This design comes from an exercise in tuning for small area and a short achievable clock period on the open sky130 flow, not from production work.
At most, simulation tests tie the RTL to the original design; equivalence was not proved.
Power figures rest on the tool's default switching activity, not on a simulated workload.

==> try-tundra <==
// core
module core(RESET, CLK, raw_instr_mi, core_mem_pc_mo, mem_lsu_data_mi,
    lsu_mem_req_mo, lsu_mem_we_mo, lsu_mem_mask_mo, lsu_mem_addr_mo,
    lsu_mem_data_mo, int_i, dcode_int_rst_o, int_csr_mcause_i, csr_int_mie_o);
input               RESET;
input               CLK;
input       [31:0]  raw_instr_mi;
output      [31:0]  core_mem_pc_mo;
input       [31:0]  mem_lsu_data_mi;
output              lsu_mem_req_mo;
output              lsu_mem_we_mo;
output      [3:0]   lsu_mem_mask_mo;
output      [31:0]  lsu_mem_addr_mo;
output      [31:0]  lsu_mem_data_mo;
input               int_i;
output              dcode_int_rst_o;
input       [31:0]  int_csr_mcause_i;
output      [31:0]  csr_int_mie_o;
reg     [31:0]  reg_pc;
wire    [31:0]  ir  = raw_instr_mi;
wire    [4:0]   opc = ir[6:2];
wire    [2:0]   f3  = ir[14:12];
wire    [6:0]   f7  = ir[31:25];
wire    trap    = (ir == 32'h00100073) | int_i;
wire    ok      = ~trap & (ir[1:0] == 2'b11);
wire    op_op    = opc == 5'b01_100;
wire    op_imm   = opc == 5'b00_100;
wire    op_lui   = opc == 5'b01_101;
wire    op_auipc = opc == 5'b00_101;
wire    op_load  = opc == 5'b00_000;
wire    op_store = opc == 5'b01_000;
wire    op_br    = opc == 5'b11_000;
wire    op_jal   = opc == 5'b11_011;
wire    op_jalr  = opc == 5'b11_001;
wire    op_sys   = opc == 5'b11_100;
wire    ld_ok    = ok & op_load  & ~(f3[1] & f3[0]) & ~(f3[2] & f3[1]);
wire    st_ok    = ok & op_store & ~f3[2] & ~(f3[1] & f3[0]);
wire    jalr_ok  = ok & op_jalr  & (f3 == 3'b000);
wire    jal_ok   = ok & op_jal;
wire    br_ok    = ok & op_br;
wire    csr_ok   = ok & op_sys & ~f3[2] & (f3[1:0] != 2'b00);
wire    eret     = (ir == 32'h00000073) & ~int_i;
wire    gpr_we   = ok & (op_op | op_imm | op_lui | op_auipc | jal_ok | jalr_ok | csr_ok)
                 | ld_ok;
wire    f7z     = f7 == 7'b0000000;
wire    f7alt   = f7 == 7'b0100000;
wire    f7one   = f7 == 7'b0000001;
wire    alu_sub = op_op & (f3 == 3'b000) & f7alt;
wire    alu_sll = (f3 == 3'b001) & f7z;
wire    alu_srl = (f3 == 3'b101) & f7z;
wire    alu_sra = (f3 == 3'b101) & (op_op ? f7one : f7alt);
wire    f7ok    = op_op ? f7z : 1'b1;
wire    alu_slt = (f3 == 3'b010) & f7ok;
wire    alu_sltu= (f3 == 3'b011) & f7ok;
  ...
export LEC_CHECK = 0
export CAP_MARGIN = 20
export CORE_MARGIN = 2
export CORE_UTILIZATION = 40
export CTS_BUF_LIST = sky130_fd_sc_hd__clkbuf_8
export PLACE_DENSITY = 0.6
export SETUP_SLACK_MARGIN = 4
export SLEW_MARGIN = 20
export SYNTH_HIERARCHICAL = 1
export TNS_END_PERCENT = 5
create_clock -name core_clock -period 13.0 [get_ports {CLK}]
standard.sh (not shown) runs the stock make flow with config.mk's settings and CLKGATE_MAP_FILE= SYNTH_SCRIPT=/design/flow/synth_recipe.tcl, a recipe that flattens the netlist after the stock synthesis.
==> flow/flow/run.sh <==
#!/bin/bash
# Layout flow: the standard ORFS layout (standard.sh, unchanged synthesis)
# with two placement/CTS options changed through ORFS's own variables:
#  - ports are buffered with sky130_fd_sc_hd__buf_2 instead of the default
#    delay-buffer cell that buffer_ports picks on this platform;
#  - clock tree synthesis runs without dummy loads.
# make's full output goes to flow_make.log in the work folder; ORFS writes each
# step's own log under orfs/logs/.
set -euo pipefail
export BUFFER_PORTS_ARGS="-buffer_cell sky130_fd_sc_hd__buf_2"
export CTS_ARGS="-sink_clustering_enable -repair_clock_nets -dont_use_dummy_load -buf_list sky130_fd_sc_hd__clkbuf_8"
bash standard.sh > flow_make.log 2>&1
==> try-harbor: changes against try-tundra <==
--- a/flow/design.v
+++ b/flow/design.v
@@ -15,123 +15,46 @@
 endfunction
 wire        fill = arith_i & a_i[31];
 wire [31:0] x    = left_i ? rev(a_i) : a_i;
 wire        big  = |b_i[31:5];
 wire [63:0] sh   = {{32{fill}}, x} >> b_i[4:0];
 wire [31:0] r    = big ? {32{fill}} : sh[31:0];
 assign shift_o = left_i ? rev(r) : r;
 endmodule
-module miriscv_add (
-	input		[127:0]	rs1_part_i,	 
-	input		[31:0]	pc_i,
-	input				a_pc_i,		 
-	input				a_zero_i,	 
-	input		[31:0]	b_i,
-	input				c_i,
-	output		[31:0]	s_o
-);
-wire [31:0] p0, g0;
-add_pg PG (.rs1_part_i(rs1_part_i), .pc_i(pc_i), .a_pc_i(a_pc_i), .a_zero_i(a_zero_i),
-           .b_i(b_i), .c_i(c_i), .p_o(p0), .g_o(g0));
-wire [31:0] p1, g1, p2, g2, p3, g3, p4, g4, g5;
-add_lvl #(.D(1)) L1 (.p_i(p0), .g_i(g0), .p_o(p1), .g_o(g1));
-add_lvl #(.D(2)) L2 (.p_i(p1), .g_i(g1), .p_o(p2), .g_o(g2));
-add_lvl #(.D(4)) L3 (.p_i(p2), .g_i(g2), .p_o(p3), .g_o(g3));
-add_lvl #(.D(8)) L4 (.p_i(p3), .g_i(g3), .p_o(p4), .g_o(g4));
-add_last L5 (.p_i(p4), .g_i(g4), .g_o(g5));
-add_sum SUM (.p_i(p0), .g_i(g5), .c_i(c_i), .s_o(s_o));
-endmodule
-module add_pg (
-	input		[127:0]	rs1_part_i,
-	input		[31:0]	pc_i,
-	input				a_pc_i,
-	input				a_zero_i,
-	input		[31:0]	b_i,
-	input				c_i,
-	output		[31:0]	p_o,
-	output		[31:0]	g_o
-);
-wire [31:0] rs1 = rs1_part_i[31:0] | rs1_part_i[63:32] | rs1_part_i[95:64] | rs1_part_i[127:96];
-wire [31:0] a   = (a_pc_i ? pc_i : rs1) & {32{~a_zero_i}};
-assign p_o = a ^ b_i;
-assign g_o = (a & b_i) | {31'd0, p_o[0] & c_i};
-endmodule
-module add_lvl #(parameter D = 1) (
-	input		[31:0]	p_i,
-	input		[31:0]	g_i,
-	output		[31:0]	p_o,
-	output		[31:0]	g_o
-);
-assign g_o = g_i | (p_i & {g_i[31-D:0], {D{1'b0}}});
-assign p_o = p_i & {p_i[31-D:0], {D{1'b0}}} | {{(32-D){1'b0}}, p_i[D-1:0]};
-endmodule
-module add_last (
-	input		[31:0]	p_i,
-	input		[31:0]	g_i,
-	output		[31:0]	g_o
-);
-assign g_o = g_i | (p_i & {g_i[15:0], 16'd0});
-endmodule
-module add_sum (
-	input		[31:0]	p_i,
-	input		[31:0]	g_i,
-	input				c_i,
-	output		[31:0]	s_o
-);
-assign s_o = p_i ^ {g_i[30:0], c_i};
-endmodule
 module reg_file (
 	input				clk,
 	input		[4:0]	ra1,
 	input		[4:0]	ra2,
 	input		[4:0]	wa,
 	input		[31:0]	wd,
 	input				we,
-	output		[31:0]	rd1,
-	output		[31:0]	rd2,
-	output		[127:0]	rd1_part	 
+	output reg	[31:0]	rd1,
+	output reg	[31:0]	rd2
 );
 wire [32*32-1:0] flat;
 assign flat[31:0] = 32'd0;
 genvar g;
 generate
 	for (g = 1; g < 32; g = g + 1) begin : r
 		reg [31:0] q;
 		always @(posedge clk)
 			if (we && wa == g)
 				q <= wd;
 		assign flat[g*32 +: 32] = q;
 	end
 endgenerate
-wire [31:0] sel1, sel2;
-rf_dec DEC1 (.ra_i(ra1), .sel_o(sel1));
-rf_dec DEC2 (.ra_i(ra2), .sel_o(sel2));
-wire [127:0] part2;
-rf_read RD1 (.flat_i(flat[32*32-1:32]), .sel_i(sel1[31:1]), .part_o(rd1_part));
-rf_read RD2 (.flat_i(flat[32*32-1:32]), .sel_i(sel2[31:1]), .part_o(part2));
-assign rd1 = rd1_part[31:0] | rd1_part[63:32] | rd1_part[95:64] | rd1_part[127:96];
-assign rd2 = part2[31:0] | part2[63:32] | part2[95:64] | part2[127:96];
-endmodule
-module rf_dec (
-	input		[4:0]		ra_i,
-	output		[31:0]		sel_o
-);
-assign sel_o = 32'd1 << ra_i;
-endmodule
-module rf_read (
-	input		[31*32-1:0]	flat_i,
-	input		[30:0]		sel_i,
-	output reg	[127:0]		part_o
-);
 integer i;
 always @(*) begin
-	part_o = 128'd0;
-	for (i = 0; i < 31; i = i + 1)
-		part_o[((i+1)/8)*32 +: 32] = part_o[((i+1)/8)*32 +: 32] | (flat_i[i*32 +: 32] & {32{sel_i[i]}});
+	rd1 = 32'd0;
+	rd2 = 32'd0;
+	for (i = 1; i < 32; i = i + 1) begin
+		rd1 = rd1 | (flat[i*32 +: 32] & {32{ra1 == i}});
+		rd2 = rd2 | (flat[i*32 +: 32] & {32{ra2 == i}});
+	end
 end
 endmodule
 module miriscv_lsu (
 	input		[2:0]	size_i,		 
 	input		[1:0]	off_i,		 
 	input		[31:0]	mem_data_i,
 	input		[31:0]	st_data_i,
 	output		[31:0]	ld_data_o,
@@ -256,40 +179,38 @@
 wire    alu_shf = alu_sll | alu_srl | alu_sra;
 wire    alu_add = ~(alu_shf | alu_slt | alu_sltu | alu_xor | alu_or | alu_and);
 wire    [31:0]  imm_I = {{21{ir[31]}}, ir[30:20]};
 wire    [31:0]  imm_S = {{21{ir[31]}}, ir[30:25], ir[11:7]};
 wire    [31:0]  imm_B = {{20{ir[31]}}, ir[7], ir[30:25], ir[11:8], 1'b0};
 wire    [31:0]  imm_J = {{12{ir[31]}}, ir[19:12], ir[20], ir[30:21], 1'b0};
 wire    [31:0]  imm_U = {ir[31:12], 12'b0};
 wire    [31:0]  rs1, rs2;
-wire    [127:0] rs1_part;
 wire    [31:0]  wb;
 reg_file REG_FILE (
     .clk    (CLK),
     .ra1    (ir[19:15]),
     .ra2    (ir[24:20]),
     .wa     (ir[11:7]),
     .wd     (wb),
     .we     (gpr_we),
     .rd1    (rs1),
-    .rd2    (rs2),
-    .rd1_part (rs1_part)
+    .rd2    (rs2)
 );
 wire            a_pc  = op_auipc | op_jal | op_br;
+wire    [31:0]  add_a = (a_pc ? reg_pc : rs1) & {32{~op_lui}};
 wire    [31:0]  add_b = op_op    ? rs2 :
                         op_store ? imm_S :
                         op_jalr  ? {imm_I[29:0], 2'b00} :
                         op_jal   ? imm_J :
                         op_br    ? imm_B :
                         (op_lui | op_auipc) ? imm_U :
                         imm_I;
-wire    [31:0]  sum;
-miriscv_add ADD (.rs1_part_i(rs1_part), .pc_i(reg_pc), .a_pc_i(a_pc), .a_zero_i(op_lui),
-                 .b_i(add_b ^ {32{alu_sub}}), .c_i(alu_sub), .s_o(sum));
+wire    [32:0]  sum_x = {add_a, 1'b1} + {add_b ^ {32{alu_sub}}, alu_sub};
+wire    [31:0]  sum   = sum_x[32:1];
 wire    [31:0]  opb   = opc[3] ? rs2 : imm_I;    
 wire            ltu   = rs1 < opb;
 wire            lts   = (rs1[31] ^ opb[31]) ? rs1[31] : ltu;
 wire            eq    = rs1 == opb;
 wire            taken = br_ok & (f3[2] ? ((f3[1] ? ltu : lts) ^ f3[0])
                                        : (~f3[1] & (eq ^ f3[0])));
 wire    [31:0]  shf;
 miriscv_alu ALU (
==> flow/run.sh (new file) <==
#!/bin/bash
# synth_recipe.tcl (not shown) runs the flow's synth.tcl, then flattens the netlist and writes it again
# the make line also repeats each setting of config.mk as NAME=value (left out here)
make -C /OpenROAD-flow-scripts/flow DESIGN_CONFIG=/design/flow/config.mk WORK_HOME=/design/flow/orfs CLKGATE_MAP_FILE= SYNTH_SCRIPT=/design/flow/synth_recipe.tcl finish
- CORE_UTILIZATION: 40 -> 55
- PLACE_DENSITY: 0.6 -> 0.7
- SYNTH_HIERARCHICAL: 1 -> default
removed: flow/flow/run.sh
removed: flow/standard.sh
==> metrics.md <==
| Metric | Value |
|---|---|
| RSZ-0062 raised after global routing | `true` |
| Net count reported at finish | `5923` |
| IR Drop Worst-Case VDD | `0.1470 mV` |
| Outcome | `timing/DRC/antenna clean` |
| Final worst clock skew | `159.3 ps` |
| Area enclosed by the die boundary | `159800 um^2` |
| Layout cells sized above 1 | `22.96%` |
| Non-clock inverter total of the final layout | `92` |
| Comb. pwr | `3.06 mW` |
| Crit-path cells | `buf_16 -> nand3b_1 -> buf_4 -> buf_6 -> nor2_4 -> clkbuf_16 -> a22oi_2 -> nand4_1 -> or4_4 -> nand2_2 -> o21ai_2 -> xor2_2 -> ha_4 -> and2_4 -> a21o_1 -> a21o_1 -> a21o_1 -> a21o_1 -> xor2_2 -> buf_2` |
| Worst setup slack for register-to-register paths | `5860 ps` |
| Dominant delay contributor by cell family on the critical path | `simple AND/OR/NAND/NOR gates` |
| Worst max-slew margin expressed relative to the limit | `14.18%` |
| Most frequent CP cell | `a21o_1` |
the above is filed under try-tundra

==> metrics.md <==
| Metric | Value |
|---|---|
| Outcome | `aborted with a tool error` |
| Halt point of the flow | `5_1_grt` |
| Tool error | `[ERROR GRT-0232] Routing congestion too high. Check the congestion heatmap in the GUI.` |
| I/O Pins | `234` |
| Post-synthesis share of cell area spent on xor and xnor gates | `1.270%` |
| Number of standard cells after synthesis | `6203` |
| Arithmetic-cell share of the synthesized area counting full adders, half adders and majority gates | `1.895%` |
| Synthesized area | `64710 um^2` |
| Met2 GRT Util | `87.38%` |
| Cell chosen for the clock root | `clkbuf_8` |
the above is filed under try-harbor

Only the layout flow was run in try-harbor; the RTL was not checked for function there.

---

==> 12-23: inputs <==
Another version of the RTL of core (not shown whole).
export LEC_CHECK = 0
export CAP_MARGIN = 20
export CORE_MARGIN = 2
export CORE_UTILIZATION = 45
export PLACE_DENSITY = 0.65
export SETUP_SLACK_MARGIN = 4
export SLEW_MARGIN = 20
export SYNTH_HIERARCHICAL = 1
export TNS_END_PERCENT = 5
create_clock -name core_clock -period 13.0 [get_ports {CLK}]
==> flow/flow/run.sh <==
#!/bin/bash
# Layout flow: the standard ORFS layout (standard.sh, unchanged synthesis)
# with two placement/CTS options changed through ORFS's own variables:
#  - ports are buffered with sky130_fd_sc_hd__buf_2 instead of the default
#    delay-buffer cell that buffer_ports picks on this platform;
#  - clock tree synthesis runs without dummy loads, with clkbuf_16 buffers
#    driving clusters of up to 18 flip-flops.
# make's full output goes to flow_make.log in the work folder; ORFS writes each
# step's own log under orfs/logs/.
set -euo pipefail
export BUFFER_PORTS_ARGS="-buffer_cell sky130_fd_sc_hd__buf_2"
export CTS_ARGS="-sink_clustering_enable -repair_clock_nets -dont_use_dummy_load -buf_list sky130_fd_sc_hd__clkbuf_16 -sink_clustering_size 18 -sink_clustering_max_diameter 80"
bash standard.sh > flow_make.log 2>&1
==> 01-11 (differences from 12-23) <==
--- a/flow/design.v
+++ b/flow/design.v
@@ -17,44 +17,44 @@
 wire [31:0] x    = left_i ? rev(a_i) : a_i;
 wire        big  = |b_i[31:5];
 wire [63:0] sh   = {{32{fill}}, x} >> b_i[4:0];
 wire [31:0] r    = big ? {32{fill}} : sh[31:0];
 assign shift_o = left_i ? rev(r) : r;
 endmodule
 module miriscv_add (
-	input		[63:0]	rs1_nor_i,	 
+	input		[127:0]	rs1_part_i,	 
 	input		[31:0]	pc_i,
 	input				a_pc_i,		 
 	input				a_zero_i,	 
 	input		[31:0]	b_i,
 	input				c_i,
 	output		[31:0]	s_o
 );
 wire [31:0] p0, g0;
-add_pg PG (.rs1_nor_i(rs1_nor_i), .pc_i(pc_i), .a_pc_i(a_pc_i), .a_zero_i(a_zero_i),
+add_pg PG (.rs1_part_i(rs1_part_i), .pc_i(pc_i), .a_pc_i(a_pc_i), .a_zero_i(a_zero_i),
            .b_i(b_i), .c_i(c_i), .p_o(p0), .g_o(g0));
 wire [31:0] p1, g1, p2, g2, p3, g3, p4, g4, g5;
 add_lvl #(.D(1)) L1 (.p_i(p0), .g_i(g0), .p_o(p1), .g_o(g1));
 add_lvl #(.D(2)) L2 (.p_i(p1), .g_i(g1), .p_o(p2), .g_o(g2));
 add_lvl #(.D(4)) L3 (.p_i(p2), .g_i(g2), .p_o(p3), .g_o(g3));
 add_lvl #(.D(8)) L4 (.p_i(p3), .g_i(g3), .p_o(p4), .g_o(g4));
 add_last L5 (.p_i(p4), .g_i(g4), .g_o(g5));
 add_sum SUM (.p_i(p0), .g_i(g5), .c_i(c_i), .s_o(s_o));
 endmodule
 module add_pg (
-	input		[63:0]	rs1_nor_i,
+	input		[127:0]	rs1_part_i,
 	input		[31:0]	pc_i,
 	input				a_pc_i,
 	input				a_zero_i,
 	input		[31:0]	b_i,
 	input				c_i,
 	output		[31:0]	p_o,
 	output		[31:0]	g_o
 );
-wire [31:0] rs1 = ~(rs1_nor_i[31:0] & rs1_nor_i[63:32]);
+wire [31:0] rs1 = rs1_part_i[31:0] | rs1_part_i[63:32] | rs1_part_i[95:64] | rs1_part_i[127:96];
 wire [31:0] a   = (a_pc_i ? pc_i : rs1) & {32{~a_zero_i}};
 assign p_o = a ^ b_i;
 assign g_o = (a & b_i) | {31'd0, p_o[0] & c_i};
 endmodule
 module add_lvl #(parameter D = 1) (
 	input		[31:0]	p_i,
 	input		[31:0]	g_i,
@@ -84,15 +84,15 @@
 	input		[4:0]	ra1,
 	input		[4:0]	ra2,
 	input		[4:0]	wa,
 	input		[31:0]	wd,
 	input				we,
 	output		[31:0]	rd1,
 	output		[31:0]	rd2,
-	output		[63:0]	rd1_nor	 
+	output		[127:0]	rd1_part	 
 );
 wire [32*32-1:0] flat;
 assign flat[31:0] = 32'd0;
 genvar g;
 generate
 	for (g = 1; g < 32; g = g + 1) begin : r
 		reg [31:0] q;
@@ -101,39 +101,37 @@
 				q <= wd;
 		assign flat[g*32 +: 32] = q;
 	end
 endgenerate
 wire [31:0] sel1, sel2;
 rf_dec DEC1 (.ra_i(ra1), .sel_o(sel1));
 rf_dec DEC2 (.ra_i(ra2), .sel_o(sel2));
-wire [63:0] nor2_;
-rf_read RD1 (.flat_i(flat[32*32-1:32]), .sel_i(sel1[31:1]), .nor_o(rd1_nor));
-rf_read RD2 (.flat_i(flat[32*32-1:32]), .sel_i(sel2[31:1]), .nor_o(nor2_));
-assign rd1 = ~(rd1_nor[31:0] & rd1_nor[63:32]);
-assign rd2 = ~(nor2_[31:0] & nor2_[63:32]);
+wire [127:0] part2;
+rf_read RD1 (.flat_i(flat[32*32-1:32]), .sel_i(sel1[31:1]), .part_o(rd1_part));
+rf_read RD2 (.flat_i(flat[32*32-1:32]), .sel_i(sel2[31:1]), .part_o(part2));
+assign rd1 = rd1_part[31:0] | rd1_part[63:32] | rd1_part[95:64] | rd1_part[127:96];
+assign rd2 = part2[31:0] | part2[63:32] | part2[95:64] | part2[127:96];
 endmodule
 module rf_dec (
 	input		[4:0]		ra_i,
 	output		[31:0]		sel_o
 );
 assign sel_o = 32'd1 << ra_i;
 endmodule
 module rf_read (
 	input		[31*32-1:0]	flat_i,
 	input		[30:0]		sel_i,
-	output		[63:0]		nor_o
+	output reg	[127:0]		part_o
 );
-reg [63:0] part;
 integer i;
 always @(*) begin
-	part = 64'd0;
+	part_o = 128'd0;
 	for (i = 0; i < 31; i = i + 1)
-		part[((i+1)/16)*32 +: 32] = part[((i+1)/16)*32 +: 32] | (flat_i[i*32 +: 32] & {32{sel_i[i]}});
+		part_o[((i+1)/8)*32 +: 32] = part_o[((i+1)/8)*32 +: 32] | (flat_i[i*32 +: 32] & {32{sel_i[i]}});
 end
-assign nor_o = ~part;
 endmodule
 module miriscv_lsu (
 	input		[2:0]	size_i,		 
 	input		[1:0]	off_i,		 
 	input		[31:0]	mem_data_i,
 	input		[31:0]	st_data_i,
 	output		[31:0]	ld_data_o,
@@ -259,37 +257,37 @@
 wire    alu_add = ~(alu_shf | alu_slt | alu_sltu | alu_xor | alu_or | alu_and);
 wire    [31:0]  imm_I = {{21{ir[31]}}, ir[30:20]};
 wire    [31:0]  imm_S = {{21{ir[31]}}, ir[30:25], ir[11:7]};
 wire    [31:0]  imm_B = {{20{ir[31]}}, ir[7], ir[30:25], ir[11:8], 1'b0};
 wire    [31:0]  imm_J = {{12{ir[31]}}, ir[19:12], ir[20], ir[30:21], 1'b0};
 wire    [31:0]  imm_U = {ir[31:12], 12'b0};
 wire    [31:0]  rs1, rs2;
-wire    [63:0]  rs1_nor;
+wire    [127:0] rs1_part;
 wire    [31:0]  wb;
 reg_file REG_FILE (
     .clk    (CLK),
     .ra1    (ir[19:15]),
     .ra2    (ir[24:20]),
     .wa     (ir[11:7]),
     .wd     (wb),
     .we     (gpr_we),
     .rd1    (rs1),
     .rd2    (rs2),
-    .rd1_nor (rs1_nor)
+    .rd1_part (rs1_part)
 );
 wire            a_pc  = op_auipc | op_jal | op_br;
 wire    [31:0]  add_b = op_op    ? rs2 :
                         op_store ? imm_S :
                         op_jalr  ? {imm_I[29:0], 2'b00} :
                         op_jal   ? imm_J :
                         op_br    ? imm_B :
                         (op_lui | op_auipc) ? imm_U :
                         imm_I;
 wire    [31:0]  sum;
-miriscv_add ADD (.rs1_nor_i(rs1_nor), .pc_i(reg_pc), .a_pc_i(a_pc), .a_zero_i(op_lui),
+miriscv_add ADD (.rs1_part_i(rs1_part), .pc_i(reg_pc), .a_pc_i(a_pc), .a_zero_i(op_lui),
                  .b_i(add_b ^ {32{alu_sub}}), .c_i(alu_sub), .s_o(sum));
 wire    [31:0]  opb   = opc[3] ? rs2 : imm_I;    
 wire            ltu   = rs1 < opb;
 wire            lts   = (rs1[31] ^ opb[31]) ? rs1[31] : ltu;
 wire            eq    = rs1 == opb;
 wire            taken = br_ok & (f3[2] ? ((f3[1] ? ltu : lts) ^ f3[0])
                                        : (~f3[1] & (eq ^ f3[0])));
==> flow/run.sh (new file) <==
#!/bin/bash
# synth_recipe.tcl (not shown) runs the flow's synth.tcl, then flattens the netlist and writes it again
# the make line also repeats each setting of config.mk as NAME=value (left out here)
make -C /OpenROAD-flow-scripts/flow DESIGN_CONFIG=/design/flow/config.mk WORK_HOME=/design/flow/orfs CLKGATE_MAP_FILE= SYNTH_SCRIPT=/design/flow/synth_recipe.tcl finish
==> flow/config.mk (replaced) <==
export PLATFORM = sky130hd
export DESIGN_NAME = core
export DESIGN_NICKNAME = core
export VERILOG_FILES = /design/flow/design.v
export SDC_FILE = /design/flow/constraint.sdc
export NUM_CORES = 4
export LEC_CHECK = 0
export CAP_MARGIN = 20
export CORE_MARGIN = 2
export CORE_UTILIZATION = 40
export CTS_BUF_LIST = sky130_fd_sc_hd__clkbuf_8
export PLACE_DENSITY = 0.6
export SETUP_SLACK_MARGIN = 4
export SLEW_MARGIN = 20
export SYNTH_HIERARCHICAL = 1
export TNS_END_PERCENT = 5
removed: flow/flow/run.sh
removed: flow/standard.sh
==> 05-25 (differences from 12-23) <==
==> flow/config.mk (replaced) <==
export PLATFORM = sky130hd
export DESIGN_NAME = core
export DESIGN_NICKNAME = core
export VERILOG_FILES = /design/flow/design.v
export SDC_FILE = /design/flow/constraint.sdc
export NUM_CORES = 4
export LEC_CHECK = 0
export CAP_MARGIN = 20
export CORE_MARGIN = 2
export CORE_UTILIZATION = 40
export CTS_BUF_LIST = sky130_fd_sc_hd__clkbuf_8
export PLACE_DENSITY = 0.6
export SETUP_SLACK_MARGIN = 4
export SLEW_MARGIN = 20
export SYNTH_HIERARCHICAL = 1
export TNS_END_PERCENT = 5
==> 07-12 (differences from 12-23) <==
--- a/flow/design.v
+++ b/flow/design.v
@@ -17,44 +17,44 @@
 wire [31:0] x    = left_i ? rev(a_i) : a_i;
 wire        big  = |b_i[31:5];
 wire [63:0] sh   = {{32{fill}}, x} >> b_i[4:0];
 wire [31:0] r    = big ? {32{fill}} : sh[31:0];
 assign shift_o = left_i ? rev(r) : r;
 endmodule
 module miriscv_add (
-	input		[63:0]	rs1_nor_i,	 
+	input		[127:0]	rs1_part_i,	 
 	input		[31:0]	pc_i,
 	input				a_pc_i,		 
 	input				a_zero_i,	 
 	input		[31:0]	b_i,
 	input				c_i,
 	output		[31:0]	s_o
 );
 wire [31:0] p0, g0;
-add_pg PG (.rs1_nor_i(rs1_nor_i), .pc_i(pc_i), .a_pc_i(a_pc_i), .a_zero_i(a_zero_i),
+add_pg PG (.rs1_part_i(rs1_part_i), .pc_i(pc_i), .a_pc_i(a_pc_i), .a_zero_i(a_zero_i),
            .b_i(b_i), .c_i(c_i), .p_o(p0), .g_o(g0));
 wire [31:0] p1, g1, p2, g2, p3, g3, p4, g4, g5;
 add_lvl #(.D(1)) L1 (.p_i(p0), .g_i(g0), .p_o(p1), .g_o(g1));
 add_lvl #(.D(2)) L2 (.p_i(p1), .g_i(g1), .p_o(p2), .g_o(g2));
 add_lvl #(.D(4)) L3 (.p_i(p2), .g_i(g2), .p_o(p3), .g_o(g3));
 add_lvl #(.D(8)) L4 (.p_i(p3), .g_i(g3), .p_o(p4), .g_o(g4));
 add_last L5 (.p_i(p4), .g_i(g4), .g_o(g5));
 add_sum SUM (.p_i(p0), .g_i(g5), .c_i(c_i), .s_o(s_o));
 endmodule
 module add_pg (
-	input		[63:0]	rs1_nor_i,
+	input		[127:0]	rs1_part_i,
 	input		[31:0]	pc_i,
 	input				a_pc_i,
 	input				a_zero_i,
 	input		[31:0]	b_i,
 	input				c_i,
 	output		[31:0]	p_o,
 	output		[31:0]	g_o
 );
-wire [31:0] rs1 = ~(rs1_nor_i[31:0] & rs1_nor_i[63:32]);
+wire [31:0] rs1 = rs1_part_i[31:0] | rs1_part_i[63:32] | rs1_part_i[95:64] | rs1_part_i[127:96];
 wire [31:0] a   = (a_pc_i ? pc_i : rs1) & {32{~a_zero_i}};
 assign p_o = a ^ b_i;
 assign g_o = (a & b_i) | {31'd0, p_o[0] & c_i};
 endmodule
 module add_lvl #(parameter D = 1) (
 	input		[31:0]	p_i,
 	input		[31:0]	g_i,
@@ -84,15 +84,15 @@
 	input		[4:0]	ra1,
 	input		[4:0]	ra2,
 	input		[4:0]	wa,
 	input		[31:0]	wd,
 	input				we,
 	output		[31:0]	rd1,
 	output		[31:0]	rd2,
-	output		[63:0]	rd1_nor	 
+	output		[127:0]	rd1_part	 
 );
 wire [32*32-1:0] flat;
 assign flat[31:0] = 32'd0;
 genvar g;
 generate
 	for (g = 1; g < 32; g = g + 1) begin : r
 		reg [31:0] q;
@@ -101,39 +101,37 @@
 				q <= wd;
 		assign flat[g*32 +: 32] = q;
 	end
 endgenerate
 wire [31:0] sel1, sel2;
 rf_dec DEC1 (.ra_i(ra1), .sel_o(sel1));
 rf_dec DEC2 (.ra_i(ra2), .sel_o(sel2));
-wire [63:0] nor2_;
-rf_read RD1 (.flat_i(flat[32*32-1:32]), .sel_i(sel1[31:1]), .nor_o(rd1_nor));
-rf_read RD2 (.flat_i(flat[32*32-1:32]), .sel_i(sel2[31:1]), .nor_o(nor2_));
-assign rd1 = ~(rd1_nor[31:0] & rd1_nor[63:32]);
-assign rd2 = ~(nor2_[31:0] & nor2_[63:32]);
+wire [127:0] part2;
+rf_read RD1 (.flat_i(flat[32*32-1:32]), .sel_i(sel1[31:1]), .part_o(rd1_part));
+rf_read RD2 (.flat_i(flat[32*32-1:32]), .sel_i(sel2[31:1]), .part_o(part2));
+assign rd1 = rd1_part[31:0] | rd1_part[63:32] | rd1_part[95:64] | rd1_part[127:96];
+assign rd2 = part2[31:0] | part2[63:32] | part2[95:64] | part2[127:96];
 endmodule
 module rf_dec (
 	input		[4:0]		ra_i,
 	output		[31:0]		sel_o
 );
 assign sel_o = 32'd1 << ra_i;
 endmodule
 module rf_read (
 	input		[31*32-1:0]	flat_i,
 	input		[30:0]		sel_i,
-	output		[63:0]		nor_o
+	output reg	[127:0]		part_o
 );
-reg [63:0] part;
 integer i;
 always @(*) begin
-	part = 64'd0;
+	part_o = 128'd0;
 	for (i = 0; i < 31; i = i + 1)
-		part[((i+1)/16)*32 +: 32] = part[((i+1)/16)*32 +: 32] | (flat_i[i*32 +: 32] & {32{sel_i[i]}});
+		part_o[((i+1)/8)*32 +: 32] = part_o[((i+1)/8)*32 +: 32] | (flat_i[i*32 +: 32] & {32{sel_i[i]}});
 end
-assign nor_o = ~part;
 endmodule
 module miriscv_lsu (
 	input		[2:0]	size_i,		 
 	input		[1:0]	off_i,		 
 	input		[31:0]	mem_data_i,
 	input		[31:0]	st_data_i,
 	output		[31:0]	ld_data_o,
@@ -259,37 +257,37 @@
 wire    alu_add = ~(alu_shf | alu_slt | alu_sltu | alu_xor | alu_or | alu_and);
 wire    [31:0]  imm_I = {{21{ir[31]}}, ir[30:20]};
 wire    [31:0]  imm_S = {{21{ir[31]}}, ir[30:25], ir[11:7]};
 wire    [31:0]  imm_B = {{20{ir[31]}}, ir[7], ir[30:25], ir[11:8], 1'b0};
 wire    [31:0]  imm_J = {{12{ir[31]}}, ir[19:12], ir[20], ir[30:21], 1'b0};
 wire    [31:0]  imm_U = {ir[31:12], 12'b0};
 wire    [31:0]  rs1, rs2;
-wire    [63:0]  rs1_nor;
+wire    [127:0] rs1_part;
 wire    [31:0]  wb;
 reg_file REG_FILE (
     .clk    (CLK),
     .ra1    (ir[19:15]),
     .ra2    (ir[24:20]),
     .wa     (ir[11:7]),
     .wd     (wb),
     .we     (gpr_we),
     .rd1    (rs1),
     .rd2    (rs2),
-    .rd1_nor (rs1_nor)
+    .rd1_part (rs1_part)
 );
 wire            a_pc  = op_auipc | op_jal | op_br;
 wire    [31:0]  add_b = op_op    ? rs2 :
                         op_store ? imm_S :
                         op_jalr  ? {imm_I[29:0], 2'b00} :
                         op_jal   ? imm_J :
                         op_br    ? imm_B :
                         (op_lui | op_auipc) ? imm_U :
                         imm_I;
 wire    [31:0]  sum;
-miriscv_add ADD (.rs1_nor_i(rs1_nor), .pc_i(reg_pc), .a_pc_i(a_pc), .a_zero_i(op_lui),
+miriscv_add ADD (.rs1_part_i(rs1_part), .pc_i(reg_pc), .a_pc_i(a_pc), .a_zero_i(op_lui),
                  .b_i(add_b ^ {32{alu_sub}}), .c_i(alu_sub), .s_o(sum));
 wire    [31:0]  opb   = opc[3] ? rs2 : imm_I;    
 wire            ltu   = rs1 < opb;
 wire            lts   = (rs1[31] ^ opb[31]) ? rs1[31] : ltu;
 wire            eq    = rs1 == opb;
 wire            taken = br_ok & (f3[2] ? ((f3[1] ? ltu : lts) ^ f3[0])
                                        : (~f3[1] & (eq ^ f3[0])));
==> flow/config.mk (replaced) <==
export PLATFORM = sky130hd
export DESIGN_NAME = core
export DESIGN_NICKNAME = core
export VERILOG_FILES = /design/flow/design.v
export SDC_FILE = /design/flow/constraint.sdc
export NUM_CORES = 4
export LEC_CHECK = 0
export CAP_MARGIN = 20
export CORE_MARGIN = 2
export CORE_UTILIZATION = 50
export PLACE_DENSITY = 0.7
export SETUP_SLACK_MARGIN = 4
export SLEW_MARGIN = 20
export SYNTH_HIERARCHICAL = 1
export TNS_END_PERCENT = 5
==> comparison table <==
quantity	07-12	12-23	05-25	01-11
Clock Network Area Fraction	2.69%	2.82%	2.85%	5.32%
# rows	129	137	145	145
Reg2Reg Depth	14	14	16	17
Non-clock buffering overhead in the final layout	7.81%	6.89%	7.48%	9.86%
Clock latency on the worst-skew pair	750 ps	770 ps	770 ps	1040 ps
Least-Margin Pin Slew	1240 ps	1170 ps	1210 ps	1320 ps
Per-cell via count in the routed design	7.75	7.33	7.28	7.03
Post-Route M1 WL	99.6 mm	107 mm	109 mm	115 mm
Critical path endpoint category	primary output	primary output	flop	primary output
Final worst-path cycle share	75.1%	74.0%	74.6%	76.0%
Core box area	0.124 mm²	0.139 mm²	0.156 mm²	0.156 mm²
Stages on the worst setup path	20	20	21	19
Status	complete, no violations	complete, no violations	complete, no violations	complete, no violations
Power density relative to cell area	138 mW/mm²	137 mW/mm²	137 mW/mm²	148 mW/mm²
Combinational gate power	3110 µW	3010 µW	3040 µW	3310 µW
Total via count in the routed design	56,200	54,900	56,100	56,700
Hold endpoint	CSR.mscratch[16]	CSR.mscratch[28]	CSR.mscratch[14]	CSR.mscratch[10]
Worst r2r src	REG_FILE.r[10].q[27]	REG_FILE.r[1].q[16]	REG_FILE.r[5].q[26]	REG_FILE.r[8].q[13]
Min-delay src	CSR.mscratch[16]	CSR.mscratch[28]	CSR.mscratch[14]	CSR.mscratch[10]

[re-timing with driven ports]
The results above use ideal ports. As a check the final layouts listed here were re-extracted and re-timed, cells and wires unchanged.
Step 1 assumes that a clkbuf_16 drives the clock port and a buf_2 every other input.
Step 2 times the ports against the registers' clock, not the clock port: input delays grow and output delays shrink by t, the midpoint of the rising clock arrivals with the driver on.
Three values: no drivers, after step 1, after step 2; two values: the first two.
| run | shift t [ns] | setup WS [ns] | worst setup path at the end | latest minus earliest clock arrival (ns) |
|---|---|---|---|---|
| try-tundra | 1.042 | 3.300 / 2.928 / 2.543 | input to register | 0.159 / 0.159 |
| 12-23 | 0.778 | 3.377 / 3.213 / 3.129 | input to register | 0.129 / 0.129 |
| 01-11 | 1.062 | 3.115 / 2.748 / 2.515 | input to register | 0.115 / 0.115 |
| 05-25 | 0.801 | 3.298 / 3.122 / 2.320 | input to register | 0.103 / 0.103 |
| 07-12 | 0.773 | 3.234 / 2.963 / 2.430 | input to register | 0.116 / 0.116 |
After both steps setup and hold are still met in every run listed. For 05-25, which loses most, drivers alone change the setup slack by -0.176 ns; drivers and shift together by -0.978 ns.
